Context: an optimization exercise on an open-source flow, tuned for small area, a short achievable clock period and few clock cycles. The choices shown serve that exercise and are no tape-out recipe.
In this exercise RTL edits were held to simulation tests only and were not proved equivalent to the original.

==> flow/design.v (outline; a module is shown in full before it is edited, if it fits) <==
// module Multiplier: 9 lines
// module Adder: 7 lines
// module ReLU: 6 lines
// module Sigmoid_16: 54 lines
// module Neuron_ReLU: 117 lines
// module Neuron_Sigmoid: 119 lines
// module ArchCTRL: 83 lines
// module mul_cs: 225 lines
// module Architecture: 827 lines
module Architecture #(parameter NX = 6, parameter NH = 4, parameter BITS = 16) (
	input								clk,
	input								rst,
	input								TR,
	input								VL,
	input	[NX-1:0][BITS-1:0]			x,
	input	[BITS-1:0]					y,
	input	[BITS-1:0]					lr,
	output	[BITS-1:0]					yhat,
	output	[BITS-1:0]					Error,
	output								S_Train,
	output								S_Error,
	output	[NH-1:0][NX:0][BITS-1:0]	WH,
	output	[NH:0][BITS-1:0]			WO
);
  // ...
==> flow/run.sh <==
#!/bin/bash
# synth_recipe.tcl (not shown) runs the flow's synth.tcl, then flattens the netlist and writes it again
# the make line also repeats each setting of config.mk as NAME=value (left out here)
make -C /OpenROAD-flow-scripts/flow DESIGN_CONFIG=/design/flow/config.mk WORK_HOME=/design/flow/orfs CLKGATE_MAP_FILE= SYNTH_SCRIPT=/design/flow/synth_recipe.tcl finish
==> flow/config.mk <==
export PLATFORM = sky130hd
export DESIGN_NAME = Architecture
export DESIGN_NICKNAME = Architecture
export VERILOG_FILES = /design/flow/design.v
export SDC_FILE = /design/flow/constraint.sdc
export NUM_CORES = 4
export LEC_CHECK = 0
export CAP_MARGIN = 20
export CELL_PAD_IN_SITES_DETAIL_PLACEMENT = 1
export CELL_PAD_IN_SITES_GLOBAL_PLACEMENT = 2
export CORE_MARGIN = 2
export CORE_UTILIZATION = 30
export PLACE_DENSITY = 0.5
export SETUP_SLACK_MARGIN = 5
export SLEW_MARGIN = 20
==> flow/constraint.sdc <==
create_clock -name core_clock -period 12.0 [get_ports {clk}]
set_input_delay 2.4000 -clock core_clock [delete_from_list [all_inputs] [get_ports {clk}]]
set_output_delay 2.4000 -clock core_clock [all_outputs]
set_load 0.01 [all_outputs]
==> impl_metrics.py, run 1 <==
metrics = {
    "status": {
        "status": "timing/DRC/antenna clean",
    },
    "final_layout": {
        "ff_latch_area_um2": 31100,
        "final_area_um2": 130000,
        "area_growth_pct": 16.7,
        "nClkBuffers": 283,
    },
    "logic_synthesis": {
        "synth.most_common_cell": "inv_1",
        "ys_ff_latch": 1392,
        "synth_top_family_by_area": "adder cells",
        "syn_inst": 11326,
        "synth_compound_area_frac": 0.160,
    },
    "critical_path": {
        "crit_fanout": 49,
        "critPathTopFamily": "adder cells",
        "reg2regPathDepth": 17,
    },
    "global_route": {
        "grt_pass1_wl_um": 807000,
        "antenna_found_initial": 72,
        "grt_max_degree": 176,
    },
    "routing": {
        "drt_pass1_iterations": 8,
    },
    "cts": {
        "cts_tree": "yes",
        "clockBufferDepth": 4,
        "clkTransAtPathRegs_ns": 0.06,
    },
    "floorplanning": {
        "die-area_um2": 375000,
        "num_tap_cells": 4950,
        "start_util": 0.301,
    },
    "sta": {
        "timing.hold.ws_ns": 0.486,
        "setup_ws_ns": 5.59,
        "timing.fmax_mhz": 156,
    },
}
Testbench counts, summed over its fixed seeds: cycles 27,022.
==> run 2: changes to the inputs <==
--- a/flow/design.v
+++ b/flow/design.v
@@ -658,76 +658,69 @@
 			b1 = b[2*k];
 			b2 = b[2*k+1];
 			benc[3*k]   = b1 ^ b0;
 			benc[3*k+1] = (b2 & ~b1 & ~b0) | (~b2 & b1 & b0);
 			benc[3*k+2] = b2 & ~(b1 & b0);
 		end
 	end
 endfunction
-reg [20:0] s;			 
+reg [19:0] s;			 
 reg        mode_tr;		 
+reg        frot;		 
 reg        fwd2;		 
-reg        dhA;			 
-reg        pB;			 
 reg        rot;			 
 reg        pW;			 
-reg        lrB;			 
 wire start = TR | VL;
 integer n;
 always @(posedge clk) begin
 	if (rst) begin
-		s <= 21'd1;
+		s <= 20'd1;
 		mode_tr <= 1'b0;
+		frot <= 1'b0;
 		fwd2 <= 1'b0;
-		dhA <= 1'b0;
-		pB <= 1'b0;
 		rot <= 1'b0;
 		pW <= 1'b0;
-		lrB <= 1'b0;
 	end
 	else begin
-		s[0] <= !start && (s[0] || s[20] || (s[7] && !mode_tr));
+		s[0] <= !start && (s[0] || s[19] || (s[7] && !mode_tr));
 		s[1] <= start;
-		for (n = 1; n < 20; n = n + 1)
+		for (n = 1; n < 19; n = n + 1)
 			s[n+1] <= !start && s[n] && (n != 7 || mode_tr);
 		if (start)
 			mode_tr <= TR;
+		frot <= start || (!start && (s[1] || s[2] || s[3]));
 		fwd2 <= !start && (s[1] || s[2] || s[3]);
-		dhA  <= !start && (s[10] || s[11] || s[12] || s[13] || s[14] || s[15]);
-		pB   <= !start && (s[10] || s[12] || s[13] || s[14] || s[15] || s[16] || s[17]);
-		rot  <= !start && (s[11] || s[13] || s[14] || s[15] || s[16] || s[17] || s[18]);
-		pW   <= !start && (s[11] || s[12] || s[13] || s[14] || s[15] || s[16]);
-		lrB  <= !start && (s[9] || s[11] || s[12] || s[13] || s[14] || s[15] || s[16]);
+		rot  <= !start && (s[13] || s[15] || s[16] || s[17]);
+		pW   <= !start && (s[11] || s[12] || s[14]);
 	end
 end
-assign S_Train = s[20];
+assign S_Train = s[19];
 assign S_Error = s[7] && !mode_tr;
 wire [BITS-1:0] x_ma_next =
 	({BITS{s[0] | s[10]}} & x[0]) |
-	({BITS{s[11]}}        & x[1]) |
-	({BITS{s[1] | s[12]}} & x[2]) |
-	({BITS{s[13]}}        & x[3]) |
-	({BITS{s[2] | s[14]}} & x[4]) |
-	({BITS{s[15]}}        & x[5]);
-wire x_ma_sel = s[0] | s[1] | s[2] | s[10] | s[11] | s[12] | s[13] | s[14] | s[15];
+	({BITS{s[1] | s[11]}} & x[2]) |
+	({BITS{s[2] | s[13]}} & x[4]);
 wire [BITS-1:0] x_mb_next =
-	({BITS{s[0]}} & x[1]) |
-	({BITS{s[1]}} & x[3]) |
-	({BITS{s[2]}} & x[5]);
-wire x_mb_sel = s[0] | s[1] | s[2];
+	({BITS{s[0] | s[10]}} & x[1]) |
+	({BITS{s[1] | s[11]}} & x[3]) |
+	({BITS{s[2] | s[13]}} & x[5]);
+wire x_sel = s[0] | s[1] | s[2] | s[10] | s[11] | s[13];
 wire [23:0] enc_xa = benc(x_ma_next);
 wire [23:0] enc_xb = benc(x_mb_next);
 wire [23:0] enc_lr = benc(lr);
+wire [23:0] enc_ga = x_sel ? enc_xa : enc_lr;
+wire [23:0] enc_gb = x_sel ? enc_xb : enc_lr;
 reg [BITS-1:0] WO0;
 reg [BITS-1:0] zo, d;
 reg            yneg, err;
-reg [23:0]     enc_o;
 wire [NH-1:0][BITS-1:0] sa_all, ca_all;
 wire [NH-1:0]           cya_all;
+wire [NH-1:0][BITS-1:0] sb_all, cb_all;
+wire [NH-1:0]           cyb_all;
 	wire fs_s0 = WO0[0] ^ sa_all[0][0] ^ ca_all[0][0];
 	wire fs_c0 = (WO0[0] & sa_all[0][0]) | (ca_all[0][0] & (WO0[0] ^ sa_all[0][0]));
 	wire fs_s1 = sa_all[1][0] ^ ca_all[1][0] ^ sa_all[2][0];
 	wire fs_c1 = (sa_all[1][0] & ca_all[1][0]) | (sa_all[2][0] & (sa_all[1][0] ^ ca_all[1][0]));
 	wire fs_s2 = ca_all[2][0] ^ sa_all[3][0] ^ ca_all[3][0];
 	wire fs_c2 = (ca_all[2][0] & sa_all[3][0]) | (ca_all[3][0] & (ca_all[2][0] ^ sa_all[3][0]));
 	wire fs_s3 = cya_all[0] ^ cya_all[1] ^ cya_all[2];
 	wire fs_c3 = (cya_all[0] & cya_all[1]) | (cya_all[2] & (cya_all[0] ^ cya_all[1]));
@@ -943,50 +936,65 @@
 	wire fs_c108 = (fs_s104 & fs_s105) | (fs_s106 & (fs_s104 ^ fs_s105));
 	wire fs_s109 = fs_c100 ^ fs_c101 ^ fs_s107;
 	wire fs_c109 = (fs_c100 & fs_c101) | (fs_s107 & (fs_c100 ^ fs_c101));
 	wire fs_s110 = fs_s108 ^ fs_c102 ^ fs_s109;
 	wire fs_c110 = (fs_s108 & fs_c102) | (fs_s109 & (fs_s108 ^ fs_c102));
 	wire [15:0] fs_r0 = {fs_c103, fs_c96, fs_c89, fs_c82, fs_c75, fs_c68, fs_c61, fs_c54, fs_c47, fs_c40, fs_c33, fs_c26, fs_c19, fs_s18, fs_s11, fs_s4};
 	wire [15:0] fs_r1 = {fs_s110, fs_s103, fs_s96, fs_s89, fs_s82, fs_s75, fs_s68, fs_s61, fs_s54, fs_s47, fs_s40, fs_s33, fs_s26, fs_s19, fs_s12, fs_s5};
 	wire [15:0] zsum = fs_r0 + fs_r1;
+reg [BITS-1:0] yr;
+always @(posedge clk)
+	yr <= y;
 always @(posedge clk) begin
 	if (s[6]) begin
 		zo <= zsum;
 		yneg <= zsum[BITS-1];
-		err <= zsum[BITS-1] ? (y != 16'h0000) : (y != 16'h0100);
+		err <= zsum[BITS-1] ? (yr != 16'h0000) : (yr != 16'h0100);
 	end
 end
 assign yhat  = yneg ? 16'h0000 : 16'h0100;
 assign Error = {15'd0, err};
 wire        zneg = zo[BITS-1];
 wire [15:0] xo = zo ^ {16{zneg}};
-wire [8:0]  xh = xo[15:7] + {8'd0, zneg & (&xo[6:0])};	 
-wire        big = (|xh[8:4]) | (xh[3] & xh[2]);				 
-reg  [5:0]  sm;
-reg  [8:0]  sc;
+wire        c7 = zneg & (&xo[6:0]);			 
+wire        hi_nz = |xo[15:11];
+reg  [5:0]  sm0, sm1, sm;
+reg  [8:0]  sc0, sc1, sc;
+function [14:0] segtab;
+	input [4:0] k;
+	begin
+		case (k)
+		5'd0:    segtab = {6'h3f, 9'h080};
+		5'd1:    segtab = {6'h38, 9'h084};
+		5'd2:    segtab = {6'h2c, 9'h08f};
+		5'd3:    segtab = {6'h20, 9'h0a1};
+		5'd4:    segtab = {6'h16, 9'h0b5};
+		5'd5:    segtab = {6'h0f, 9'h0c8};
+		5'd6:    segtab = {6'h09, 9'h0d8};
+		5'd7:    segtab = {6'h06, 9'h0e4};
+		5'd8:    segtab = {6'h04, 9'h0ed};
+		5'd9:    segtab = {6'h02, 9'h0f3};
+		5'd10:   segtab = {6'h01, 9'h0f8};
+		5'd11:   segtab = {6'h01, 9'h0fa};
+		default: segtab = {6'h00, 9'h100};
+		endcase
+	end
+endfunction
 always @(*) begin
-	if (big) begin
+	{sm0, sc0} = segtab({1'b0, xo[10:7]});
+	{sm1, sc1} = segtab({1'b0, xo[10:7]} + 5'd1);
+	if (hi_nz) begin
 		sm = 6'h00; sc = 9'h100;
 	end
+	else if (c7) begin
+		sm = sm1; sc = sc1;
+	end
 	else begin
-		case (xh[3:0])
-		4'd0:    begin sm = 6'h3f; sc = 9'h080; end
-		4'd1:    begin sm = 6'h38; sc = 9'h084; end
-		4'd2:    begin sm = 6'h2c; sc = 9'h08f; end
-		4'd3:    begin sm = 6'h20; sc = 9'h0a1; end
-		4'd4:    begin sm = 6'h16; sc = 9'h0b5; end
-		4'd5:    begin sm = 6'h0f; sc = 9'h0c8; end
-		4'd6:    begin sm = 6'h09; sc = 9'h0d8; end
-		4'd7:    begin sm = 6'h06; sc = 9'h0e4; end
-		4'd8:    begin sm = 6'h04; sc = 9'h0ed; end
-		4'd9:    begin sm = 6'h02; sc = 9'h0f3; end
-		4'd10:   begin sm = 6'h01; sc = 9'h0f8; end
-		default: begin sm = 6'h01; sc = 9'h0fa; end
-		endcase
+		sm = sm0; sc = sc0;
 	end
 end
 wire [10:0] xs = xo[10:0];
 wire [5:0]  smn = sm & {6{zneg}};
 wire sg_s0 = smn[5] ^ (xs[5] & sm[0]);
 wire sg_c0 = smn[5] & (xs[5] & sm[0]);
 wire sg_s1 = (xs[6] & sm[0]) ^ (xs[5] & sm[1]);
 wire sg_c1 = (xs[6] & sm[0]) & (xs[5] & sm[1]);
@@ -1098,17 +1106,17 @@
 wire sg_c54 = (sc[7] & (xs[10] & sm[5])) | (sg_c39 & (sc[7] ^ (xs[10] & sm[5])));
 wire [16:0] sg_r0 = {sc[8], sg_s54, sg_s53, sg_s52, sg_s51, sg_s50, sg_s49, sg_s48, sg_s47, sg_s46, sg_s45, sg_s44, sg_s43, sg_s42, sg_s41, (xs[0] & sm[1]), smn[0]};
 wire [16:0] sg_r1 = {sg_c54, sg_c53, sg_c52, sg_c51, sg_c50, sg_c49, sg_c48, sg_c47, sg_c46, sg_c45, sg_c44, sg_c43, sg_c42, sg_c41, sg_c40, sg_s40, (xs[0] & sm[0])};
 reg [16:0] sgr0, sgr1;
 wire [8:0] sg_lo = {1'b0, sgr0[7:0]} + {1'b0, sgr1[7:0]};
 wire [15:0] t0n = {16{zneg}} ^ {7'd0, sgr0[16:8]};
 wire [15:0] t1n = {16{zneg}} ^ {7'd0, sgr1[16:8]};
 wire        tcy = sg_lo[8] ^ zneg;
-wire [15:0] yn = ~y;
+wire [15:0] yn = ~yr;
 wire [15:0] kd = zneg ? 16'h0102 : 16'h0001;
 wire sd_s0 = yn[0] ^ kd[0] ^ t0n[0];
 wire sd_c0 = (yn[0] & kd[0]) | (t0n[0] & (yn[0] ^ kd[0]));
 wire sd_s1 = t1n[0] ^ tcy ^ sd_s0;
 wire sd_c1 = (t1n[0] & tcy) | (sd_s0 & (t1n[0] ^ tcy));
 wire sd_s2 = yn[1] ^ kd[1] ^ t0n[1];
 wire sd_c2 = (yn[1] & kd[1]) | (t0n[1] & (yn[1] ^ kd[1]));
 wire sd_s3 = t1n[1] ^ sd_c0 ^ sd_s2;
@@ -1174,101 +1182,75 @@
 wire [15:0] dnew = sd_r0 + sd_r1;
 always @(posedge clk) begin
 	if (s[7]) begin
 		sgr0 <= sg_r0;
 		sgr1 <= sg_r1;
 	end
 	if (s[8])
 		d <= dnew;
-	enc_o <= enc_lr;
 end
-wire [15:0] so_c, co_c;
-wire        cyo_c;
-mul_cs mul_o (.a(d), .enc(enc_o), .s(so_c), .c(co_c), .cy(cyo_c));
-reg  [15:0] so, co;
-reg         cyo;
-always @(posedge clk) begin
-	so <= so_c;
-	co <= co_c;
-	cyo <= cyo_c;
-end
-	wire ws_s0 = WO0[0] ^ so[0] ^ co[0];
-	wire ws_c0 = (WO0[0] & so[0]) | (co[0] & (WO0[0] ^ so[0]));
-	wire ws_s1 = WO0[1] ^ so[1] ^ co[1];
-	wire ws_c1 = (WO0[1] & so[1]) | (co[1] & (WO0[1] ^ so[1]));
-	wire ws_s2 = WO0[2] ^ so[2] ^ co[2];
-	wire ws_c2 = (WO0[2] & so[2]) | (co[2] & (WO0[2] ^ so[2]));
-	wire ws_s3 = WO0[3] ^ so[3] ^ co[3];
-	wire ws_c3 = (WO0[3] & so[3]) | (co[3] & (WO0[3] ^ so[3]));
-	wire ws_s4 = WO0[4] ^ so[4] ^ co[4];
-	wire ws_c4 = (WO0[4] & so[4]) | (co[4] & (WO0[4] ^ so[4]));
-	wire ws_s5 = WO0[5] ^ so[5] ^ co[5];
-	wire ws_c5 = (WO0[5] & so[5]) | (co[5] & (WO0[5] ^ so[5]));
-	wire ws_s6 = WO0[6] ^ so[6] ^ co[6];
-	wire ws_c6 = (WO0[6] & so[6]) | (co[6] & (WO0[6] ^ so[6]));
-	wire ws_s7 = WO0[7] ^ so[7] ^ co[7];
-	wire ws_c7 = (WO0[7] & so[7]) | (co[7] & (WO0[7] ^ so[7]));
-	wire ws_s8 = WO0[8] ^ so[8] ^ co[8];
-	wire ws_c8 = (WO0[8] & so[8]) | (co[8] & (WO0[8] ^ so[8]));
-	wire ws_s9 = WO0[9] ^ so[9] ^ co[9];
-	wire ws_c9 = (WO0[9] & so[9]) | (co[9] & (WO0[9] ^ so[9]));
-	wire ws_s10 = WO0[10] ^ so[10] ^ co[10];
-	wire ws_c10 = (WO0[10] & so[10]) | (co[10] & (WO0[10] ^ so[10]));
-	wire ws_s11 = WO0[11] ^ so[11] ^ co[11];
-	wire ws_c11 = (WO0[11] & so[11]) | (co[11] & (WO0[11] ^ so[11]));
-	wire ws_s12 = WO0[12] ^ so[12] ^ co[12];
-	wire ws_c12 = (WO0[12] & so[12]) | (co[12] & (WO0[12] ^ so[12]));
-	wire ws_s13 = WO0[13] ^ so[13] ^ co[13];
-	wire ws_c13 = (WO0[13] & so[13]) | (co[13] & (WO0[13] ^ so[13]));
-	wire ws_s14 = WO0[14] ^ so[14] ^ co[14];
-	wire ws_c14 = (WO0[14] & so[14]) | (co[14] & (WO0[14] ^ so[14]));
-	wire ws_s15 = WO0[15] ^ so[15] ^ co[15];
-	wire ws_c15 = (WO0[15] & so[15]) | (co[15] & (WO0[15] ^ so[15]));
-	wire [15:0] ws_r0 = {ws_c14, ws_c13, ws_c12, ws_c11, ws_c10, ws_c9, ws_c8, ws_c7, ws_c6, ws_c5, ws_c4, ws_c3, ws_c2, ws_c1, ws_c0, cyo};
+	wire ws_s0 = WO0[0] ^ sb_all[0][0] ^ cb_all[0][0];
+	wire ws_c0 = (WO0[0] & sb_all[0][0]) | (cb_all[0][0] & (WO0[0] ^ sb_all[0][0]));
+	wire ws_s1 = WO0[1] ^ sb_all[0][1] ^ cb_all[0][1];
+	wire ws_c1 = (WO0[1] & sb_all[0][1]) | (cb_all[0][1] & (WO0[1] ^ sb_all[0][1]));
+	wire ws_s2 = WO0[2] ^ sb_all[0][2] ^ cb_all[0][2];
+	wire ws_c2 = (WO0[2] & sb_all[0][2]) | (cb_all[0][2] & (WO0[2] ^ sb_all[0][2]));
+	wire ws_s3 = WO0[3] ^ sb_all[0][3] ^ cb_all[0][3];
+	wire ws_c3 = (WO0[3] & sb_all[0][3]) | (cb_all[0][3] & (WO0[3] ^ sb_all[0][3]));
+	wire ws_s4 = WO0[4] ^ sb_all[0][4] ^ cb_all[0][4];
+	wire ws_c4 = (WO0[4] & sb_all[0][4]) | (cb_all[0][4] & (WO0[4] ^ sb_all[0][4]));
+	wire ws_s5 = WO0[5] ^ sb_all[0][5] ^ cb_all[0][5];
+	wire ws_c5 = (WO0[5] & sb_all[0][5]) | (cb_all[0][5] & (WO0[5] ^ sb_all[0][5]));
+	wire ws_s6 = WO0[6] ^ sb_all[0][6] ^ cb_all[0][6];
+	wire ws_c6 = (WO0[6] & sb_all[0][6]) | (cb_all[0][6] & (WO0[6] ^ sb_all[0][6]));
+	wire ws_s7 = WO0[7] ^ sb_all[0][7] ^ cb_all[0][7];
+	wire ws_c7 = (WO0[7] & sb_all[0][7]) | (cb_all[0][7] & (WO0[7] ^ sb_all[0][7]));
+	wire ws_s8 = WO0[8] ^ sb_all[0][8] ^ cb_all[0][8];
+	wire ws_c8 = (WO0[8] & sb_all[0][8]) | (cb_all[0][8] & (WO0[8] ^ sb_all[0][8]));
+	wire ws_s9 = WO0[9] ^ sb_all[0][9] ^ cb_all[0][9];
+	wire ws_c9 = (WO0[9] & sb_all[0][9]) | (cb_all[0][9] & (WO0[9] ^ sb_all[0][9]));
+	wire ws_s10 = WO0[10] ^ sb_all[0][10] ^ cb_all[0][10];
+	wire ws_c10 = (WO0[10] & sb_all[0][10]) | (cb_all[0][10] & (WO0[10] ^ sb_all[0][10]));
+	wire ws_s11 = WO0[11] ^ sb_all[0][11] ^ cb_all[0][11];
+	wire ws_c11 = (WO0[11] & sb_all[0][11]) | (cb_all[0][11] & (WO0[11] ^ sb_all[0][11]));
+	wire ws_s12 = WO0[12] ^ sb_all[0][12] ^ cb_all[0][12];
+	wire ws_c12 = (WO0[12] & sb_all[0][12]) | (cb_all[0][12] & (WO0[12] ^ sb_all[0][12]));
+	wire ws_s13 = WO0[13] ^ sb_all[0][13] ^ cb_all[0][13];
+	wire ws_c13 = (WO0[13] & sb_all[0][13]) | (cb_all[0][13] & (WO0[13] ^ sb_all[0][13]));
+	wire ws_s14 = WO0[14] ^ sb_all[0][14] ^ cb_all[0][14];
+	wire ws_c14 = (WO0[14] & sb_all[0][14]) | (cb_all[0][14] & (WO0[14] ^ sb_all[0][14]));
+	wire ws_s15 = WO0[15] ^ sb_all[0][15] ^ cb_all[0][15];
+	wire ws_c15 = (WO0[15] & sb_all[0][15]) | (cb_all[0][15] & (WO0[15] ^ sb_all[0][15]));
+	wire [15:0] ws_r0 = {ws_c14, ws_c13, ws_c12, ws_c11, ws_c10, ws_c9, ws_c8, ws_c7, ws_c6, ws_c5, ws_c4, ws_c3, ws_c2, ws_c1, ws_c0, cyb_all[0]};
 	wire [15:0] ws_r1 = {ws_s15, ws_s14, ws_s13, ws_s12, ws_s11, ws_s10, ws_s9, ws_s8, ws_s7, ws_s6, ws_s5, ws_s4, ws_s3, ws_s2, ws_s1, ws_s0};
 	wire [15:0] wo0_new = ws_r0 + ws_r1;
 always @(posedge clk) begin
 	if (rst)
 		WO0 <= WO_INIT[BITS-1:0];
-	else if (s[10])
+	else if (s[11])
 		WO0 <= wo0_new;
 end
 assign WO[0] = WO0;
-reg [NH-1:0][NX:0][BITS-1:0] Wh;
-reg [NH-1:0][BITS-1:0] Vo, accr, dhr, m1r, pr;
+reg [NH-1:0][7:0][BITS-1:0] R;
+reg [NH-1:0][BITS-1:0] accr, dhr, m1r, par, pbr;
+reg [NH-1:0][BITS-1:0] MAr, MBr;				 
 reg [NH-1:0][23:0] enc_a, enc_b;
 reg [NH-1:0][BITS-1:0] sar, car, sbr, cbr;		 
 reg [NH-1:0] cyar, cybr;
 genvar i;
 generate
 	for (i = 0; i < NH; i = i + 1) begin : lane
 		wire [BITS-1:0] a = accr[i][BITS-1] ? 16'h0000 : accr[i];
 		always @(posedge clk) begin
-			enc_a[i] <= ({24{x_ma_sel}} & enc_xa) |
-			            ({24{s[4] | s[8]}} & benc(s[4] ? Vo[i] : a)) |
-			            ({24{s[16]}}    & enc_lr);
-			enc_b[i] <= ({24{x_mb_sel}} & enc_xb) |
-			            ({24{s[8]}}     & benc(Vo[i])) |
-			            ({24{lrB}}      & enc_lr);
+			enc_a[i] <= (s[4] | s[8]) ? benc(s[4] ? R[i][1] : a) : enc_ga;
+			enc_b[i] <= s[8] ? benc(R[i][7]) : enc_gb;
 		end
-		wire [BITS-1:0] ma_a =
-			({BITS{s[1]}}  & Wh[i][1]) |
-			({BITS{s[2]}}  & Wh[i][3]) |
-			({BITS{s[3]}}  & Wh[i][5]) |
-			({BITS{s[5]}}  & a) |
-			({BITS{s[9]}}  & d) |
-			({BITS{dhA}}   & dhr[i]) |
-			({BITS{s[17]}} & m1r[i]);
-		wire [BITS-1:0] mb_a =
-			({BITS{s[1]}}  & Wh[i][2]) |
-			({BITS{s[2]}}  & Wh[i][4]) |
-			({BITS{s[3]}}  & Wh[i][6]) |
-			({BITS{s[9]}}  & d) |
-			({BITS{pB}}    & pr[i]);
+		wire [BITS-1:0] ma_a = MAr[i];
+		wire [BITS-1:0] mb_a = MBr[i];
 		wire [15:0] sa_c, ca_c, sb_c, cb_c;
 		wire        cya_c, cyb_c;
 		mul_cs mul_a (.a(ma_a), .enc(enc_a[i]), .s(sa_c), .c(ca_c), .cy(cya_c));
 		mul_cs mul_b (.a(mb_a), .enc(enc_b[i]), .s(sb_c), .c(cb_c), .cy(cyb_c));
 		always @(posedge clk) begin
 			sar[i] <= sa_c;
 			car[i] <= ca_c;
 			cyar[i] <= cya_c;
@@ -1276,120 +1258,156 @@
 			cbr[i] <= cb_c;
 			cybr[i] <= cyb_c;
 		end
 		wire [15:0] sa = sar[i], ca = car[i], sb = sbr[i], cb = cbr[i];
 		wire        cya = cyar[i], cyb = cybr[i];
 		assign sa_all[i] = sa;
 		assign ca_all[i] = ca;
 		assign cya_all[i] = cya;
-		wire [BITS-1:0] s_x = ({BITS{s[2] | rot}} & Wh[i][0]) | ({BITS{s[3] | s[4]}} & accr[i]);
-		wire [BITS-1:0] sa_g = {BITS{fwd2}} & sa;
-		wire [BITS-1:0] ca_g = {BITS{fwd2}} & ca;
-		wire            cya_g = fwd2 & cya;
-		wire ls_s0 = sa_g[0] ^ ca_g[0] ^ sb[0];
-		wire ls_c0 = (sa_g[0] & ca_g[0]) | (sb[0] & (sa_g[0] ^ ca_g[0]));
-		wire ls_s1 = cb[0] ^ cya_g ^ cyb;
-		wire ls_c1 = (cb[0] & cya_g) | (cyb & (cb[0] ^ cya_g));
-		wire ls_s2 = s_x[0] ^ ls_s0 ^ ls_s1;
-		wire ls_c2 = (s_x[0] & ls_s0) | (ls_s1 & (s_x[0] ^ ls_s0));
-		wire ls_s3 = sa_g[1] ^ ca_g[1] ^ sb[1];
-		wire ls_c3 = (sa_g[1] & ca_g[1]) | (sb[1] & (sa_g[1] ^ ca_g[1]));
-		wire ls_s4 = cb[1] ^ s_x[1] ^ ls_c0;
-		wire ls_c4 = (cb[1] & s_x[1]) | (ls_c0 & (cb[1] ^ s_x[1]));
-		wire ls_s5 = ls_c1 ^ ls_s3 ^ ls_c2;
-		wire ls_c5 = (ls_c1 & ls_s3) | (ls_c2 & (ls_c1 ^ ls_s3));
-		wire ls_s6 = sa_g[2] ^ ca_g[2] ^ sb[2];
-		wire ls_c6 = (sa_g[2] & ca_g[2]) | (sb[2] & (sa_g[2] ^ ca_g[2]));
-		wire ls_s7 = cb[2] ^ s_x[2] ^ ls_c3;
-		wire ls_c7 = (cb[2] & s_x[2]) | (ls_c3 & (cb[2] ^ s_x[2]));
-		wire ls_s8 = ls_s6 ^ ls_c4 ^ ls_s7;
-		wire ls_c8 = (ls_s6 & ls_c4) | (ls_s7 & (ls_s6 ^ ls_c4));
-		wire ls_s9 = sa_g[3] ^ ca_g[3] ^ sb[3];
-		wire ls_c9 = (sa_g[3] & ca_g[3]) | (sb[3] & (sa_g[3] ^ ca_g[3]));
-		wire ls_s10 = cb[3] ^ s_x[3] ^ ls_c6;
-		wire ls_c10 = (cb[3] & s_x[3]) | (ls_c6 & (cb[3] ^ s_x[3]));
-		wire ls_s11 = ls_s9 ^ ls_c7 ^ ls_s10;
-		wire ls_c11 = (ls_s9 & ls_c7) | (ls_s10 & (ls_s9 ^ ls_c7));
-		wire ls_s12 = sa_g[4] ^ ca_g[4] ^ sb[4];
-		wire ls_c12 = (sa_g[4] & ca_g[4]) | (sb[4] & (sa_g[4] ^ ca_g[4]));
-		wire ls_s13 = cb[4] ^ s_x[4] ^ ls_c9;
-		wire ls_c13 = (cb[4] & s_x[4]) | (ls_c9 & (cb[4] ^ s_x[4]));
-		wire ls_s14 = ls_s12 ^ ls_c10 ^ ls_s13;
-		wire ls_c14 = (ls_s12 & ls_c10) | (ls_s13 & (ls_s12 ^ ls_c10));
-		wire ls_s15 = sa_g[5] ^ ca_g[5] ^ sb[5];
-		wire ls_c15 = (sa_g[5] & ca_g[5]) | (sb[5] & (sa_g[5] ^ ca_g[5]));
-		wire ls_s16 = cb[5] ^ s_x[5] ^ ls_c12;
-		wire ls_c16 = (cb[5] & s_x[5]) | (ls_c12 & (cb[5] ^ s_x[5]));
-		wire ls_s17 = ls_s15 ^ ls_c13 ^ ls_s16;
-		wire ls_c17 = (ls_s15 & ls_c13) | (ls_s16 & (ls_s15 ^ ls_c13));
-		wire ls_s18 = sa_g[6] ^ ca_g[6] ^ sb[6];
-		wire ls_c18 = (sa_g[6] & ca_g[6]) | (sb[6] & (sa_g[6] ^ ca_g[6]));
-		wire ls_s19 = cb[6] ^ s_x[6] ^ ls_c15;
-		wire ls_c19 = (cb[6] & s_x[6]) | (ls_c15 & (cb[6] ^ s_x[6]));
-		wire ls_s20 = ls_s18 ^ ls_c16 ^ ls_s19;
-		wire ls_c20 = (ls_s18 & ls_c16) | (ls_s19 & (ls_s18 ^ ls_c16));
-		wire ls_s21 = sa_g[7] ^ ca_g[7] ^ sb[7];
-		wire ls_c21 = (sa_g[7] & ca_g[7]) | (sb[7] & (sa_g[7] ^ ca_g[7]));
-		wire ls_s22 = cb[7] ^ s_x[7] ^ ls_c18;
-		wire ls_c22 = (cb[7] & s_x[7]) | (ls_c18 & (cb[7] ^ s_x[7]));
-		wire ls_s23 = ls_s21 ^ ls_c19 ^ ls_s22;
-		wire ls_c23 = (ls_s21 & ls_c19) | (ls_s22 & (ls_s21 ^ ls_c19));
-		wire ls_s24 = sa_g[8] ^ ca_g[8] ^ sb[8];
-		wire ls_c24 = (sa_g[8] & ca_g[8]) | (sb[8] & (sa_g[8] ^ ca_g[8]));
-		wire ls_s25 = cb[8] ^ s_x[8] ^ ls_c21;
-		wire ls_c25 = (cb[8] & s_x[8]) | (ls_c21 & (cb[8] ^ s_x[8]));
-		wire ls_s26 = ls_s24 ^ ls_c22 ^ ls_s25;
-		wire ls_c26 = (ls_s24 & ls_c22) | (ls_s25 & (ls_s24 ^ ls_c22));
-		wire ls_s27 = sa_g[9] ^ ca_g[9] ^ sb[9];
-		wire ls_c27 = (sa_g[9] & ca_g[9]) | (sb[9] & (sa_g[9] ^ ca_g[9]));
-		wire ls_s28 = cb[9] ^ s_x[9] ^ ls_c24;
-		wire ls_c28 = (cb[9] & s_x[9]) | (ls_c24 & (cb[9] ^ s_x[9]));
-		wire ls_s29 = ls_s27 ^ ls_c25 ^ ls_s28;
-		wire ls_c29 = (ls_s27 & ls_c25) | (ls_s28 & (ls_s27 ^ ls_c25));
-		wire ls_s30 = sa_g[10] ^ ca_g[10] ^ sb[10];
-		wire ls_c30 = (sa_g[10] & ca_g[10]) | (sb[10] & (sa_g[10] ^ ca_g[10]));
-		wire ls_s31 = cb[10] ^ s_x[10] ^ ls_c27;
-		wire ls_c31 = (cb[10] & s_x[10]) | (ls_c27 & (cb[10] ^ s_x[10]));
-		wire ls_s32 = ls_s30 ^ ls_c28 ^ ls_s31;
-		wire ls_c32 = (ls_s30 & ls_c28) | (ls_s31 & (ls_s30 ^ ls_c28));
-		wire ls_s33 = sa_g[11] ^ ca_g[11] ^ sb[11];
-		wire ls_c33 = (sa_g[11] & ca_g[11]) | (sb[11] & (sa_g[11] ^ ca_g[11]));
-		wire ls_s34 = cb[11] ^ s_x[11] ^ ls_c30;
-		wire ls_c34 = (cb[11] & s_x[11]) | (ls_c30 & (cb[11] ^ s_x[11]));
-		wire ls_s35 = ls_s33 ^ ls_c31 ^ ls_s34;
-		wire ls_c35 = (ls_s33 & ls_c31) | (ls_s34 & (ls_s33 ^ ls_c31));
-		wire ls_s36 = sa_g[12] ^ ca_g[12] ^ sb[12];
-		wire ls_c36 = (sa_g[12] & ca_g[12]) | (sb[12] & (sa_g[12] ^ ca_g[12]));
-		wire ls_s37 = cb[12] ^ s_x[12] ^ ls_c33;
-		wire ls_c37 = (cb[12] & s_x[12]) | (ls_c33 & (cb[12] ^ s_x[12]));
-		wire ls_s38 = ls_s36 ^ ls_c34 ^ ls_s37;
-		wire ls_c38 = (ls_s36 & ls_c34) | (ls_s37 & (ls_s36 ^ ls_c34));
-		wire ls_s39 = sa_g[13] ^ ca_g[13] ^ sb[13];
-		wire ls_c39 = (sa_g[13] & ca_g[13]) | (sb[13] & (sa_g[13] ^ ca_g[13]));
-		wire ls_s40 = cb[13] ^ s_x[13] ^ ls_c36;
-		wire ls_c40 = (cb[13] & s_x[13]) | (ls_c36 & (cb[13] ^ s_x[13]));
-		wire ls_s41 = ls_s39 ^ ls_c37 ^ ls_s40;
-		wire ls_c41 = (ls_s39 & ls_c37) | (ls_s40 & (ls_s39 ^ ls_c37));
-		wire ls_s42 = sa_g[14] ^ ca_g[14] ^ sb[14];
-		wire ls_c42 = (sa_g[14] & ca_g[14]) | (sb[14] & (sa_g[14] ^ ca_g[14]));
-		wire ls_s43 = cb[14] ^ s_x[14] ^ ls_c39;
-		wire ls_c43 = (cb[14] & s_x[14]) | (ls_c39 & (cb[14] ^ s_x[14]));
-		wire ls_s44 = ls_s42 ^ ls_c40 ^ ls_s43;
-		wire ls_c44 = (ls_s42 & ls_c40) | (ls_s43 & (ls_s42 ^ ls_c40));
-		wire ls_s45 = sa_g[15] ^ ca_g[15] ^ sb[15];
-		wire ls_c45 = (sa_g[15] & ca_g[15]) | (sb[15] & (sa_g[15] ^ ca_g[15]));
-		wire ls_s46 = cb[15] ^ s_x[15] ^ ls_c42;
-		wire ls_c46 = (cb[15] & s_x[15]) | (ls_c42 & (cb[15] ^ s_x[15]));
-		wire ls_s47 = ls_s45 ^ ls_c43 ^ ls_s46;
-		wire ls_c47 = (ls_s45 & ls_c43) | (ls_s46 & (ls_s45 ^ ls_c43));
-		wire [15:0] ls_r0 = {ls_c44, ls_c41, ls_c38, ls_c35, ls_c32, ls_c29, ls_c26, ls_c23, ls_c20, ls_c17, ls_c14, ls_c11, ls_c8, ls_c5, ls_s4, ls_s2};
-		wire [15:0] ls_r1 = {ls_s47, ls_s44, ls_s41, ls_s38, ls_s35, ls_s32, ls_s29, ls_s26, ls_s23, ls_s20, ls_s17, ls_s14, ls_s11, ls_s8, ls_s5, 1'b0};
+		assign sb_all[i] = sb;
+		assign cb_all[i] = cb;
+		assign cyb_all[i] = cyb;
+		wire [BITS-1:0] f_x = s[2] ? R[i][4] : accr[i];
+		wire lf_s0 = sa[0] ^ ca[0] ^ sb[0];
+		wire lf_c0 = (sa[0] & ca[0]) | (sb[0] & (sa[0] ^ ca[0]));
+		wire lf_s1 = cb[0] ^ cya ^ cyb;
+		wire lf_c1 = (cb[0] & cya) | (cyb & (cb[0] ^ cya));
+		wire lf_s2 = f_x[0] ^ lf_s0 ^ lf_s1;
+		wire lf_c2 = (f_x[0] & lf_s0) | (lf_s1 & (f_x[0] ^ lf_s0));
+		wire lf_s3 = sa[1] ^ ca[1] ^ sb[1];
+		wire lf_c3 = (sa[1] & ca[1]) | (sb[1] & (sa[1] ^ ca[1]));
+		wire lf_s4 = cb[1] ^ lf_c0 ^ lf_c1;
+		wire lf_c4 = (cb[1] & lf_c0) | (lf_c1 & (cb[1] ^ lf_c0));
+		wire lf_s5 = f_x[1] ^ lf_s3 ^ lf_c2;
+		wire lf_c5 = (f_x[1] & lf_s3) | (lf_c2 & (f_x[1] ^ lf_s3));
+		wire lf_s6 = sa[2] ^ ca[2] ^ sb[2];
+		wire lf_c6 = (sa[2] & ca[2]) | (sb[2] & (sa[2] ^ ca[2]));
+		wire lf_s7 = cb[2] ^ lf_c3 ^ f_x[2];
+		wire lf_c7 = (cb[2] & lf_c3) | (f_x[2] & (cb[2] ^ lf_c3));
+		wire lf_s8 = lf_s6 ^ lf_c4 ^ lf_s7;
+		wire lf_c8 = (lf_s6 & lf_c4) | (lf_s7 & (lf_s6 ^ lf_c4));
+		wire lf_s9 = sa[3] ^ ca[3] ^ sb[3];
+		wire lf_c9 = (sa[3] & ca[3]) | (sb[3] & (sa[3] ^ ca[3]));
+		wire lf_s10 = cb[3] ^ lf_c6 ^ f_x[3];
+		wire lf_c10 = (cb[3] & lf_c6) | (f_x[3] & (cb[3] ^ lf_c6));
+		wire lf_s11 = lf_s9 ^ lf_c7 ^ lf_s10;
+		wire lf_c11 = (lf_s9 & lf_c7) | (lf_s10 & (lf_s9 ^ lf_c7));
+		wire lf_s12 = sa[4] ^ ca[4] ^ sb[4];
+		wire lf_c12 = (sa[4] & ca[4]) | (sb[4] & (sa[4] ^ ca[4]));
+		wire lf_s13 = cb[4] ^ lf_c9 ^ f_x[4];
+		wire lf_c13 = (cb[4] & lf_c9) | (f_x[4] & (cb[4] ^ lf_c9));
+		wire lf_s14 = lf_s12 ^ lf_c10 ^ lf_s13;
+		wire lf_c14 = (lf_s12 & lf_c10) | (lf_s13 & (lf_s12 ^ lf_c10));
+		wire lf_s15 = sa[5] ^ ca[5] ^ sb[5];
+		wire lf_c15 = (sa[5] & ca[5]) | (sb[5] & (sa[5] ^ ca[5]));
+		wire lf_s16 = cb[5] ^ lf_c12 ^ f_x[5];
+		wire lf_c16 = (cb[5] & lf_c12) | (f_x[5] & (cb[5] ^ lf_c12));
+		wire lf_s17 = lf_s15 ^ lf_c13 ^ lf_s16;
+		wire lf_c17 = (lf_s15 & lf_c13) | (lf_s16 & (lf_s15 ^ lf_c13));
+		wire lf_s18 = sa[6] ^ ca[6] ^ sb[6];
+		wire lf_c18 = (sa[6] & ca[6]) | (sb[6] & (sa[6] ^ ca[6]));
+		wire lf_s19 = cb[6] ^ lf_c15 ^ f_x[6];
+		wire lf_c19 = (cb[6] & lf_c15) | (f_x[6] & (cb[6] ^ lf_c15));
+		wire lf_s20 = lf_s18 ^ lf_c16 ^ lf_s19;
+		wire lf_c20 = (lf_s18 & lf_c16) | (lf_s19 & (lf_s18 ^ lf_c16));
+		wire lf_s21 = sa[7] ^ ca[7] ^ sb[7];
+		wire lf_c21 = (sa[7] & ca[7]) | (sb[7] & (sa[7] ^ ca[7]));
+		wire lf_s22 = cb[7] ^ lf_c18 ^ f_x[7];
+		wire lf_c22 = (cb[7] & lf_c18) | (f_x[7] & (cb[7] ^ lf_c18));
+		wire lf_s23 = lf_s21 ^ lf_c19 ^ lf_s22;
+		wire lf_c23 = (lf_s21 & lf_c19) | (lf_s22 & (lf_s21 ^ lf_c19));
+		wire lf_s24 = sa[8] ^ ca[8] ^ sb[8];
+		wire lf_c24 = (sa[8] & ca[8]) | (sb[8] & (sa[8] ^ ca[8]));
+		wire lf_s25 = cb[8] ^ lf_c21 ^ f_x[8];
+		wire lf_c25 = (cb[8] & lf_c21) | (f_x[8] & (cb[8] ^ lf_c21));
+		wire lf_s26 = lf_s24 ^ lf_c22 ^ lf_s25;
+		wire lf_c26 = (lf_s24 & lf_c22) | (lf_s25 & (lf_s24 ^ lf_c22));
+		wire lf_s27 = sa[9] ^ ca[9] ^ sb[9];
+		wire lf_c27 = (sa[9] & ca[9]) | (sb[9] & (sa[9] ^ ca[9]));
+		wire lf_s28 = cb[9] ^ lf_c24 ^ f_x[9];
+		wire lf_c28 = (cb[9] & lf_c24) | (f_x[9] & (cb[9] ^ lf_c24));
+		wire lf_s29 = lf_s27 ^ lf_c25 ^ lf_s28;
+		wire lf_c29 = (lf_s27 & lf_c25) | (lf_s28 & (lf_s27 ^ lf_c25));
+		wire lf_s30 = sa[10] ^ ca[10] ^ sb[10];
+		wire lf_c30 = (sa[10] & ca[10]) | (sb[10] & (sa[10] ^ ca[10]));
+		wire lf_s31 = cb[10] ^ lf_c27 ^ f_x[10];
+		wire lf_c31 = (cb[10] & lf_c27) | (f_x[10] & (cb[10] ^ lf_c27));
+		wire lf_s32 = lf_s30 ^ lf_c28 ^ lf_s31;
+		wire lf_c32 = (lf_s30 & lf_c28) | (lf_s31 & (lf_s30 ^ lf_c28));
+		wire lf_s33 = sa[11] ^ ca[11] ^ sb[11];
+		wire lf_c33 = (sa[11] & ca[11]) | (sb[11] & (sa[11] ^ ca[11]));
+		wire lf_s34 = cb[11] ^ lf_c30 ^ f_x[11];
+		wire lf_c34 = (cb[11] & lf_c30) | (f_x[11] & (cb[11] ^ lf_c30));
+		wire lf_s35 = lf_s33 ^ lf_c31 ^ lf_s34;
+		wire lf_c35 = (lf_s33 & lf_c31) | (lf_s34 & (lf_s33 ^ lf_c31));
+		wire lf_s36 = sa[12] ^ ca[12] ^ sb[12];
+		wire lf_c36 = (sa[12] & ca[12]) | (sb[12] & (sa[12] ^ ca[12]));
+		wire lf_s37 = cb[12] ^ lf_c33 ^ f_x[12];
+		wire lf_c37 = (cb[12] & lf_c33) | (f_x[12] & (cb[12] ^ lf_c33));
+		wire lf_s38 = lf_s36 ^ lf_c34 ^ lf_s37;
+		wire lf_c38 = (lf_s36 & lf_c34) | (lf_s37 & (lf_s36 ^ lf_c34));
+		wire lf_s39 = sa[13] ^ ca[13] ^ sb[13];
+		wire lf_c39 = (sa[13] & ca[13]) | (sb[13] & (sa[13] ^ ca[13]));
+		wire lf_s40 = cb[13] ^ lf_c36 ^ f_x[13];
+		wire lf_c40 = (cb[13] & lf_c36) | (f_x[13] & (cb[13] ^ lf_c36));
+		wire lf_s41 = lf_s39 ^ lf_c37 ^ lf_s40;
+		wire lf_c41 = (lf_s39 & lf_c37) | (lf_s40 & (lf_s39 ^ lf_c37));
+		wire lf_s42 = sa[14] ^ ca[14] ^ sb[14];
+		wire lf_c42 = (sa[14] & ca[14]) | (sb[14] & (sa[14] ^ ca[14]));
+		wire lf_s43 = cb[14] ^ lf_c39 ^ f_x[14];
+		wire lf_c43 = (cb[14] & lf_c39) | (f_x[14] & (cb[14] ^ lf_c39));
+		wire lf_s44 = lf_s42 ^ lf_c40 ^ lf_s43;
+		wire lf_c44 = (lf_s42 & lf_c40) | (lf_s43 & (lf_s42 ^ lf_c40));
+		wire lf_s45 = sa[15] ^ ca[15] ^ sb[15];
+		wire lf_c45 = (sa[15] & ca[15]) | (sb[15] & (sa[15] ^ ca[15]));
+		wire lf_s46 = cb[15] ^ lf_c42 ^ f_x[15];
+		wire lf_c46 = (cb[15] & lf_c42) | (f_x[15] & (cb[15] ^ lf_c42));
+		wire lf_s47 = lf_s45 ^ lf_c43 ^ lf_s46;
+		wire lf_c47 = (lf_s45 & lf_c43) | (lf_s46 & (lf_s45 ^ lf_c43));
+		wire [15:0] lf_r0 = {lf_c44, lf_c41, lf_c38, lf_c35, lf_c32, lf_c29, lf_c26, lf_c23, lf_c20, lf_c17, lf_c14, lf_c11, lf_c8, lf_c5, lf_s4, lf_s2};
+		wire [15:0] lf_r1 = {lf_s47, lf_s44, lf_s41, lf_s38, lf_s35, lf_s32, lf_s29, lf_s26, lf_s23, lf_s20, lf_s17, lf_s14, lf_s11, lf_s8, lf_s5, 1'b0};
+		wire [15:0] sumf = lf_r0 + lf_r1;
+		wire [BITS-1:0] s_x = {BITS{rot}} & R[i][1];
+		wire ls_s0 = sb[0] ^ cb[0] ^ cyb;
+		wire ls_c0 = (sb[0] & cb[0]) | (cyb & (sb[0] ^ cb[0]));
+		wire ls_s1 = sb[1] ^ cb[1] ^ ls_c0;
+		wire ls_c1 = (sb[1] & cb[1]) | (ls_c0 & (sb[1] ^ cb[1]));
+		wire ls_s2 = sb[2] ^ cb[2] ^ s_x[2];
+		wire ls_c2 = (sb[2] & cb[2]) | (s_x[2] & (sb[2] ^ cb[2]));
+		wire ls_s3 = sb[3] ^ cb[3] ^ s_x[3];
+		wire ls_c3 = (sb[3] & cb[3]) | (s_x[3] & (sb[3] ^ cb[3]));
+		wire ls_s4 = sb[4] ^ cb[4] ^ s_x[4];
+		wire ls_c4 = (sb[4] & cb[4]) | (s_x[4] & (sb[4] ^ cb[4]));
+		wire ls_s5 = sb[5] ^ cb[5] ^ s_x[5];
+		wire ls_c5 = (sb[5] & cb[5]) | (s_x[5] & (sb[5] ^ cb[5]));
+		wire ls_s6 = sb[6] ^ cb[6] ^ s_x[6];
+		wire ls_c6 = (sb[6] & cb[6]) | (s_x[6] & (sb[6] ^ cb[6]));
+		wire ls_s7 = sb[7] ^ cb[7] ^ s_x[7];
+		wire ls_c7 = (sb[7] & cb[7]) | (s_x[7] & (sb[7] ^ cb[7]));
+		wire ls_s8 = sb[8] ^ cb[8] ^ s_x[8];
+		wire ls_c8 = (sb[8] & cb[8]) | (s_x[8] & (sb[8] ^ cb[8]));
+		wire ls_s9 = sb[9] ^ cb[9] ^ s_x[9];
+		wire ls_c9 = (sb[9] & cb[9]) | (s_x[9] & (sb[9] ^ cb[9]));
+		wire ls_s10 = sb[10] ^ cb[10] ^ s_x[10];
+		wire ls_c10 = (sb[10] & cb[10]) | (s_x[10] & (sb[10] ^ cb[10]));
+		wire ls_s11 = sb[11] ^ cb[11] ^ s_x[11];
+		wire ls_c11 = (sb[11] & cb[11]) | (s_x[11] & (sb[11] ^ cb[11]));
+		wire ls_s12 = sb[12] ^ cb[12] ^ s_x[12];
+		wire ls_c12 = (sb[12] & cb[12]) | (s_x[12] & (sb[12] ^ cb[12]));
+		wire ls_s13 = sb[13] ^ cb[13] ^ s_x[13];
+		wire ls_c13 = (sb[13] & cb[13]) | (s_x[13] & (sb[13] ^ cb[13]));
+		wire ls_s14 = sb[14] ^ cb[14] ^ s_x[14];
+		wire ls_c14 = (sb[14] & cb[14]) | (s_x[14] & (sb[14] ^ cb[14]));
+		wire ls_s15 = sb[15] ^ cb[15] ^ s_x[15];
+		wire ls_c15 = (sb[15] & cb[15]) | (s_x[15] & (sb[15] ^ cb[15]));
+		wire [15:0] ls_r0 = {ls_c14, ls_c13, ls_c12, ls_c11, ls_c10, ls_c9, ls_c8, ls_c7, ls_c6, ls_c5, ls_c4, ls_c3, ls_c2, ls_c1, s_x[1], s_x[0]};
+		wire [15:0] ls_r1 = {ls_s15, ls_s14, ls_s13, ls_s12, ls_s11, ls_s10, ls_s9, ls_s8, ls_s7, ls_s6, ls_s5, ls_s4, ls_s3, ls_s2, ls_s1, ls_s0};
 		wire [15:0] sum3 = ls_r0 + ls_r1;
-		wire [BITS-1:0] v_g = {BITS{s[18]}} & Vo[i];
+		wire [BITS-1:0] v_g = {BITS{rot}} & R[i][0];
 		wire lp_s0 = sa[0] ^ ca[0] ^ cya;
 		wire lp_c0 = (sa[0] & ca[0]) | (cya & (sa[0] ^ ca[0]));
 		wire lp_s1 = sa[1] ^ ca[1] ^ v_g[1];
 		wire lp_c1 = (sa[1] & ca[1]) | (v_g[1] & (sa[1] ^ ca[1]));
 		wire lp_s2 = sa[2] ^ ca[2] ^ v_g[2];
 		wire lp_c2 = (sa[2] & ca[2]) | (v_g[2] & (sa[2] ^ ca[2]));
 		wire lp_s3 = sa[3] ^ ca[3] ^ v_g[3];
 		wire lp_c3 = (sa[3] & ca[3]) | (v_g[3] & (sa[3] ^ ca[3]));
@@ -1415,41 +1433,61 @@
 		wire lp_c13 = (sa[13] & ca[13]) | (v_g[13] & (sa[13] ^ ca[13]));
 		wire lp_s14 = sa[14] ^ ca[14] ^ v_g[14];
 		wire lp_c14 = (sa[14] & ca[14]) | (v_g[14] & (sa[14] ^ ca[14]));
 		wire lp_s15 = sa[15] ^ ca[15] ^ v_g[15];
 		wire lp_c15 = (sa[15] & ca[15]) | (v_g[15] & (sa[15] ^ ca[15]));
 		wire [15:0] lp_r0 = {lp_c14, lp_c13, lp_c12, lp_c11, lp_c10, lp_c9, lp_c8, lp_c7, lp_c6, lp_c5, lp_c4, lp_c3, lp_c2, lp_c1, lp_c0, v_g[0]};
 		wire [15:0] lp_r1 = {lp_s15, lp_s14, lp_s13, lp_s12, lp_s11, lp_s10, lp_s9, lp_s8, lp_s7, lp_s6, lp_s5, lp_s4, lp_s3, lp_s2, lp_s1, lp_s0};
 		wire [15:0] pa = lp_r0 + lp_r1;
+		wire [BITS-1:0] a_next  = sumf[BITS-1] ? 16'h0000 : sumf;
+		wire [BITS-1:0] dh_next = accr[i][BITS-1] ? 16'h0000 : sum3;
+		always @(posedge clk) begin
+			MAr[i] <= ({BITS{s[0]}}                & R[i][0]) |
+			          ({BITS{s[1] | s[2]}}         & R[i][2]) |
+			          ({BITS{s[4]}}                & a_next) |
+			          ({BITS{s[8]}}                & dnew) |
+			          ({BITS{s[10]}}               & dh_next) |
+			          ({BITS{s[11] | s[13] | s[16]}} & dhr[i]) |
+			          ({BITS{s[12] | s[15]}}       & pa) |
+			          ({BITS{s[14]}}               & par[i]);
+			MBr[i] <= ({BITS{s[0]}}                & R[i][1]) |
+			          ({BITS{s[1] | s[2]}}         & R[i][3]) |
+			          ({BITS{s[8]}}                & dnew) |
+			          ({BITS{(i == 0) && s[9]}}    & d) |
+			          ({BITS{s[10]}}               & dh_next) |
+			          ({BITS{s[11] | s[13]}}       & dhr[i]) |
+			          ({BITS{s[12] | s[15]}}       & sum3) |
+			          ({BITS{s[14]}}               & pbr[i]) |
+			          ({BITS{s[16]}}               & m1r[i]);
+		end
 		always @(posedge clk) begin
 			if (fwd2)
-				accr[i] <= sum3;
+				accr[i] <= sumf;
 			if (s[10]) begin
 				m1r[i] <= pa;
 				dhr[i] <= accr[i][BITS-1] ? 16'h0000 : sum3;
-				pr[i]  <= accr[i][BITS-1] ? 16'h0000 : sum3;
 			end
-			else if (pW)
-				pr[i] <= pa;
+			if (pW) begin
+				par[i] <= pa;
+				pbr[i] <= sum3;
+			end
 		end
 		integer k;
 		always @(posedge clk) begin
 			if (rst) begin
-				for (k = 0; k <= NX; k = k + 1)
-					Wh[i][k] <= WH_INIT[(i*(NX+1)+k)*BITS +: BITS];
-				Vo[i] <= WO_INIT[(i+1)*BITS +: BITS];
+				for (k = 0; k < NX; k = k + 1)
+					R[i][k] <= WH_INIT[(i*(NX+1)+k+1)*BITS +: BITS];
+				R[i][6] <= WH_INIT[(i*(NX+1))*BITS +: BITS];
+				R[i][7] <= WO_INIT[(i+1)*BITS +: BITS];
 			end
-			else begin
-				if (rot) begin
-					for (k = 0; k < NX; k = k + 1)
-						Wh[i][k] <= Wh[i][k+1];
-					Wh[i][NX] <= sum3;
-				end
-				if (s[18])
-					Vo[i] <= pa;
+			else if (rot | frot) begin
+				for (k = 0; k < 6; k = k + 1)
+					R[i][k] <= R[i][k+2];
+				R[i][6] <= frot ? R[i][0] : pa;
+				R[i][7] <= frot ? R[i][1] : sum3;
 			end
 		end
-		assign WH[i] = Wh[i];
-		assign WO[i+1] = Vo[i];
+		assign WH[i] = {R[i][5:0], R[i][6]};
+		assign WO[i+1] = R[i][7];
 	end
 endgenerate
 endmodule  
==> flow/config.mk (replaced) <==
export PLATFORM = sky130hd
export DESIGN_NAME = Architecture
export DESIGN_NICKNAME = Architecture
export VERILOG_FILES = /design/flow/design.v
export SDC_FILE = /design/flow/constraint.sdc
export NUM_CORES = 4
export LEC_CHECK = 0
export CAP_MARGIN = 40
export CELL_PAD_IN_SITES_DETAIL_PLACEMENT = 1
export CELL_PAD_IN_SITES_GLOBAL_PLACEMENT = 2
export CORE_MARGIN = 2
export CORE_UTILIZATION = 30
export PLACE_DENSITY = 0.5
export SLEW_MARGIN = 60
==> run 2 against run 1 <==
Core utilization increased by 0.77 points. Synthesized area increased by 3.4%. Cell area increased by 5.8%. Highest routed layer unchanged. Non-clock buffer count increased by 139. Maximum frequency increased by 16%.
==> impl_metrics.py, run 2 <==
metrics = {
    "final_layout": {
        "reg.largest.list": "R (512), enc_a (96), enc_b (96)",
        "fillers": 42712,
        "utilization": 0.359,
        "final_area_um2": 137000,
        "area_growth_pct": 19.4,
        "layout.nets": 14312,
        "largest_reg_flops": 512,
        "final_common_cell": "nand2_1",
        "final_cell_mix": "nand2_1 (1,380), inv_1 (1,247), fa_1 (1,112)",
        "regMostFlops": "R",
        "final_cells": 17809,
        "drive_gt1_frac": 0.107,
    },
    "sta": {
        "report.final.hold_viol_count": 0,
        "setup_tns_ns": 0,
        "tightest_slew_ns": 0.667,
        "timing.fmax_mhz": 182,
        "maxSlewViolCount": 0,
        "timing.final.crit_share": 0.459,
        "setup_viol": 0,
        "min_period_ns": 5.50,
        "max_slew_margin": 0.555,
        "clock_skew_ns": 0.0723,
        "rsz0062_at_grt": "no",
    },
    "logic_synthesis": {
        "synthAdderAreaFrac": 0.252,
        "synthSimpleGateAreaFrac": 0.107,
        "ys_ff_latch": 1540,
        "synth_edf_count": 387,
        "muxShareOfSynthArea": 0.0138,
        "synthArstFlopShare": 0,
        "synth_common_cells": "nand2_1 (1,402), inv_1 (1,257), dfxtp_1 (1,153), fa_1 (1,112), a22oi_1 (953)",
        "synth_compound_area_frac": 0.157,
        "netlist_area_um2": 115000,
        "synthFlopType": "dfxtp_1",
        "synth.yosys.seq_area_share": 0.302,
        "synth.most_common_cell": "nand2_1",
        "yosysTopAreaCellShare": 0.201,
        "ys_top_cells_by_area": "dfxtp_1 (20%), fa_1 (19%), edfxtp_1 (10%)",
        "syn_inst": 12106,
        "ys.warnings.count": 1,
        "synthXorXnorAreaFrac": 0.0957,
        "synth_area_per_cell_um2": 9.50,
        "synth_top_family_by_area": "adder cells",
        "synth_area_leader_cell": "dfxtp_1",
        "synth_cell_types": 95,
    },
    "routing": {
        "avgViaCountPerCell": 5.52,
        "drtIter0Drc": 9061,
        "vias": 98311,
        "drc": 0,
        "wl_per_cell_um": 36.8,
        "drt_pass1_iterations": 9,
        "ant_nets": 0,
        "routed_wirelength_um": 656000,
    },
    "floorplanning": {
        "dieHeight_um": 623,
        "start_util": 0.301,
        "num_io_pins": 694,
        "dieWidth_um": 623,
        "core_um2": 382000,
        "die-area_um2": 388000,
        "rows": 227,
    },
    "critical_path": {
        "endpoint_kind": "register",
        "path_cells": "ha_1 > a31o_2 > a21oi_1 > nor2b_1 > o21ai_0 > nand2b_1 > a21oi_1 > o21ai_0 > xnor2_1 > fa_1 > inv_1 > ha_1 > inv_1 > fa_1 > nor2b_1 > o21a_1 > o21ai_1 > a21oi_2 > a31oi_2 > mux2_2 > a211o_1 > a221o_1",
        "rrSetupSlack_ns": 6.50,
        "critPathTopFamily": "compound AO/OA/AOI/OAI gates",
        "r2r_start": "sgr0[1]$_DFFE_PP_",
        "crit_fanout": 3,
        "crit_required_ns": 12.82,
        "path_buf_inv": 2,
        "startpoint": "sgr0[1]$_DFFE_PP_",
        "cp_slowest_cell": "mux2_2",
        "worstSetupPathType": "reg2reg",
        "worstSetupStartpointType": "register",
        "slowest_delay_ns": 0.52,
        "critPathArrivalTime_ns": 6.33,
    },
    "global_route": {
        "antenna_found_initial": 75,
        "grt_pass1_vias": 101677,
        "grt_pass1_wl_um": 892000,
        "grt.overflow.total": 0,
        "track_usage": 0.331,
        "grt_max_degree": 74,
    },
    "hold_path": {
        "hp-class": "reg2reg",
        "worstHoldStart": "s[5]$_SDFF_PP0_",
    },
    "placement": {
        "dp_cells": 17364,
        "dpl_cell_area_um2": 130000,
        "dp_hpwl_um": 511000,
        "port_buffers": 663,
        "gp_congestion": 0.918,
    },
    "status": {
        "status": "timing/DRC/antenna clean",
    },
    "cts": {
        "clockBufferDepth": 4,
        "cts_max_level": 4,
        "clock_sinks": 1540,
        "clk_latency_ns": 0.96,
        "cts_post_setup_buffers_inserted": 0,
        "postCtsHoldBufs": 0,
        "postCtsResizedCells": 0,
        "cts_inserted_buffers": 203,
        "clkTransAtPathRegs_ns": 0.06,
        "root_buffer": "clkbuf_16",
        "cts_tree": "yes",
    },
    "flow_run": {
        "drv_cap": 0,
    },
}
run 2: through the flow:
stage / hold slack (ns) / setup WS (ns)
global route: 0.453 / 6.21
finish: 0.424 / 6.50
detailed placement: 0.414 / 6.19
global placement: 0.408 / 5.60
CTS: 0.428 / 6.22
floorplan: 0.406 / 6.85
run 2: area by class of cell:
type | instances | area [um2] | share of cell area
multi-input cells | 8426 | 73400 | 0.535
flip-flops and latches | 1540 | 35100 | 0.256
repair buffers | 1101 | 10700 | 0.0782
well taps | 5038 | 6300 | 0.0459
clock buffers | 301 | 6040 | 0.0440
inverters | 1263 | 4760 | 0.0347
clock inverters | 78 | 753 | 0.00549
diodes | 62 | 155 | 0.00113
run 2: cells by family after synthesis:
| group | after synthesis |
|---|---|
| flops | 1540 |
| buf+inv | 2169 |
| compound gates | 2579 |
| other cells | 1 |
| xor+xnor | 1248 |
| simple gates | 2773 |
| mux | 151 |
| fa+ha+maj | 1645 |
run 2: final timing paths:
path | end | depth (start not counted)
worst min register to register | s[6]$_SDFF_PP0_ | 1
worst max-delay path | MAr[59]$_DFF_P_ | 22
worst max register to register | MAr[59]$_DFF_P_ | 22
worst min-delay path | s[6]$_SDFF_PP0_ | 1
run 2: layer usage:
metal  part of all wire  vias to the layer above  track usage
met2               0.47                     3542        0.544
li1                   -                    41786            -
met4              0.060                       30        0.173
met3              0.061                      934       0.0525
met1               0.41                    52019        0.418
met5            0.00028                        -            0
Testbench counts of run 2, summed over its fixed seeds: cycles 25,928.
==> run 3: changes to the inputs <==
--- a/flow/config.mk
+++ b/flow/config.mk
@@ -9,6 +9,6 @@
 export CELL_PAD_IN_SITES_DETAIL_PLACEMENT = 1
 export CELL_PAD_IN_SITES_GLOBAL_PLACEMENT = 2
 export CORE_MARGIN = 2
-export CORE_UTILIZATION = 30
-export PLACE_DENSITY = 0.5
+export CORE_UTILIZATION = 50
+export PLACE_DENSITY = 0.65
 export SLEW_MARGIN = 60
==> run 3 against run 2 <==
Still clean. Clock skew decreased by 0.033 ns. Synthesized cell count unchanged. Via count rose by 5.4%. Clock-buffer cell count down 55. Routed wire length is 14% lower. Non-clock buffer count decreased by 139. Register-to-register slack worse by 0.07 ns.
==> impl_metrics.py, run 3 <==
metrics = {
    "status": {
        "status": "timing/DRC/antenna clean",
    },
    "floorplanning": {
        "dieHeight_um": 483,
        "rows": 176,
        "start_util": 0.501,
        "die-area_um2": 234000,
        "core_um2": 229000,
        "num_io_pins": 694,
        "dieWidth_um": 483,
    },
    "final_layout": {
        "area_growth_pct": 15.3,
        "final_cell_mix": "nand2_1 (1,383), inv_1 (1,246), fa_1 (1,111)",
        "reg.largest.list": "R (512), enc_a (96), enc_b (96)",
        "drive_gt1_frac": 0.0923,
        "final_common_cell": "nand2_1",
        "utilization": 0.578,
        "regMostFlops": "R",
        "largest_reg_flops": 512,
        "layout.nets": 14148,
        "final_cells": 15630,
    },
    "sta": {
        "setup_viol": 0,
        "clock_skew_ns": 0.0390,
        "timing.fmax_mhz": 179,
        "min_period_ns": 5.57,
        "timing.final.crit_share": 0.465,
        "max_slew_margin": 0.530,
        "maxSlewViolCount": 0,
        "rsz0062_at_grt": "no",
        "report.final.hold_viol_count": 0,
        "tightest_slew_ns": 0.706,
        "setup_tns_ns": 0,
    },
    "routing": {
        "routed_wirelength_um": 561000,
        "vias": 103647,
        "drc": 0,
        "avgViaCountPerCell": 6.63,
        "drtIter0Drc": 13907,
        "wl_per_cell_um": 35.9,
        "drt_pass1_iterations": 14,
        "ant_nets": 0,
    },
    "logic_synthesis": {
        "synth_area_per_cell_um2": 9.50,
        "syn_inst": 12106,
        "muxShareOfSynthArea": 0.0138,
        "ys_top_cells_by_area": "dfxtp_1 (20%), fa_1 (19%), edfxtp_1 (10%)",
        "ys.warnings.count": 1,
        "synth_common_cells": "nand2_1 (1,402), inv_1 (1,257), dfxtp_1 (1,153), fa_1 (1,112), a22oi_1 (953)",
        "ys_ff_latch": 1540,
        "synthXorXnorAreaFrac": 0.0957,
        "synth_area_leader_cell": "dfxtp_1",
        "synthSimpleGateAreaFrac": 0.107,
        "netlist_area_um2": 115000,
        "synth_cell_types": 95,
        "synthFlopType": "dfxtp_1",
        "synthAdderAreaFrac": 0.252,
        "yosysTopAreaCellShare": 0.201,
        "synth_compound_area_frac": 0.157,
        "synth_top_family_by_area": "adder cells",
        "synthArstFlopShare": 0,
        "synth.yosys.seq_area_share": 0.302,
        "synth_edf_count": 387,
        "synth.most_common_cell": "nand2_1",
    },
    "placement": {
        "port_buffers": 663,
        "gp_congestion": 1.04,
        "dp_cells": 15206,
        "dp_hpwl_um": 422000,
    },
    "global_route": {
        "grt.overflow.total": 0,
        "antenna_found_initial": 75,
        "grt_pass1_vias": 104675,
        "track_usage": 0.469,
        "grt_pass1_wl_um": 786000,
        "grt_max_degree": 83,
    },
    "cts": {
        "root_buffer": "clkbuf_16",
        "clkTransAtPathRegs_ns": 0.06,
        "cts_max_level": 4,
        "cts_tree": "yes",
        "postCtsHoldBufs": 0,
        "clock_sinks": 1540,
        "clockBufferDepth": 3,
        "cts_inserted_buffers": 178,
        "postCtsResizedCells": 0,
        "cts_post_setup_buffers_inserted": 0,
        "clk_latency_ns": 0.86,
    },
    "flow_run": {
        "drv_cap": 0,
    },
    "critical_path": {
        "endpoint_kind": "register",
        "path_cells": "buf_12 > buf_6 > mux2_2 > fa_1 > fa_1 > fa_1 > a21o_1 > a221o_1 > o211ai_1 > and2_1 > o21ai_1 > a31oi_1 > mux2_2 > o2111ai_1",
        "crit_fanout": 35,
        "worstSetupPathType": "reg2reg",
        "cp_slowest_cell": "mux2_2",
        "critPathArrivalTime_ns": 6.34,
        "crit_required_ns": 12.76,
        "slowest_delay_ns": 0.56,
        "worstSetupStartpointType": "register",
        "crit_path_frequent_cell": "fa_1",
    },
    "hold_path": {
        "hp-class": "reg2reg",
    },
}
[run 3: cell count changes in the layout (fill, tap and decap cells not counted), sizes merged]
cell	change
buf	-140
dlymetal6s2s	+1
clkinv	-3
diode	+19
bufinv	+7
clkdlybuf4s15	-1
clkdlybuf4s50	+1
clkbuf	-55
inv	+4
[run 3: logic make-up after synthesis]
logic type / Yosys count
simple gates: 2773
fa+ha+maj: 1645
xor+xnor: 1248
other cells: 1
mux: 151
compound gates: 2579
flops: 1540
buf+inv: 2169
[run 3: worst max-delay path: cells and delay by family, from the launching register on]
family | cells | cell delay, ns
buffers and inverters | 2 | 0.62
muxes | 2 | 0.97
adders and majority gates | 3 | 1.48
AOI/OAI and AO/OA | 6 | 1.53
and+or+nand+nor | 1 | 0.21
DFF | 1 | 0.53
[run 3: worst paths after layout]
kind / slack, ns / depth (start not counted) / start / end
setup reg to reg: 6.43 / 14 / s[2]$_SDFF_PP0_ / MAr[17]$_DFF_P_
hold reg to reg: 0.47 / 2 / R[346]$_SDFFE_PP0P_ / R[346]$_SDFFE_PP0P_
setup / recovery: 6.43 / 14 / s[2]$_SDFF_PP0_ / MAr[17]$_DFF_P_
hold / removal: 0.47 / 2 / R[346]$_SDFFE_PP0P_ / R[346]$_SDFFE_PP0P_
[run 3: layout make-up]
class                           count  area (um2)
Clock buffer                      246        5160
Tap cell                         3026        3790
Multi-Input combinational cell   8426       73300
Timing Repair Buffer              962        9370
Clock inverter                     86         965
Sequential cell                  1540       35100
Antenna cell                       81         203
Fill cell                       25163       96700
Inverter                         1263        4750
[run 3: layer usage]
metal,GRT usage,up-vias,share of wire
li1,-,41519,-
met1,0.571,52569,0.36
met2,0.687,7440,0.43
met3,0.131,2081,0.11
met4,0.396,38,0.10
met5,0,-,0.00043
[run 3: metrics by stage]
step,hold slack [ns],cell area (um2),setup slack [ns]
floorplan,0.406,115000,6.85
global placement,0.415,124000,6.24
detailed placement,0.440,126000,6.46
CTS,0.469,132000,6.42
global route,0.494,132000,6.17
finish,0.470,133000,6.43

-- what the ideal ports hide --
The flow's constraints put no driver on any port. The routed layouts listed below were extracted and timed again, unchanged, in two steps.
Step 1: set_driving_cell puts a clkbuf_16 on clk and a buf_2 on each other input, an assumption about the parent block.
Step 2, shift: input delay + t, output delay - t, t = (earliest + latest rising clock arrival at the registers) / 2. This alone moves slack from input paths to output paths.
a / b / c = ideal ports / drivers / drivers and shift; a / b = the first two.
| run | t, ns | setup WS [ns] | worst setup path at the end |
|---|---|---|---|
| run 1 | 1.019 | 5.594 / 5.594 / 5.594 | register to register |
| run 2 | 1.050 | 6.496 / 6.496 / 6.496 | register to register |
| run 3 | 0.954 | 6.426 / 6.426 / 6.426 | register to register |
After both steps every run listed still meets setup and hold.
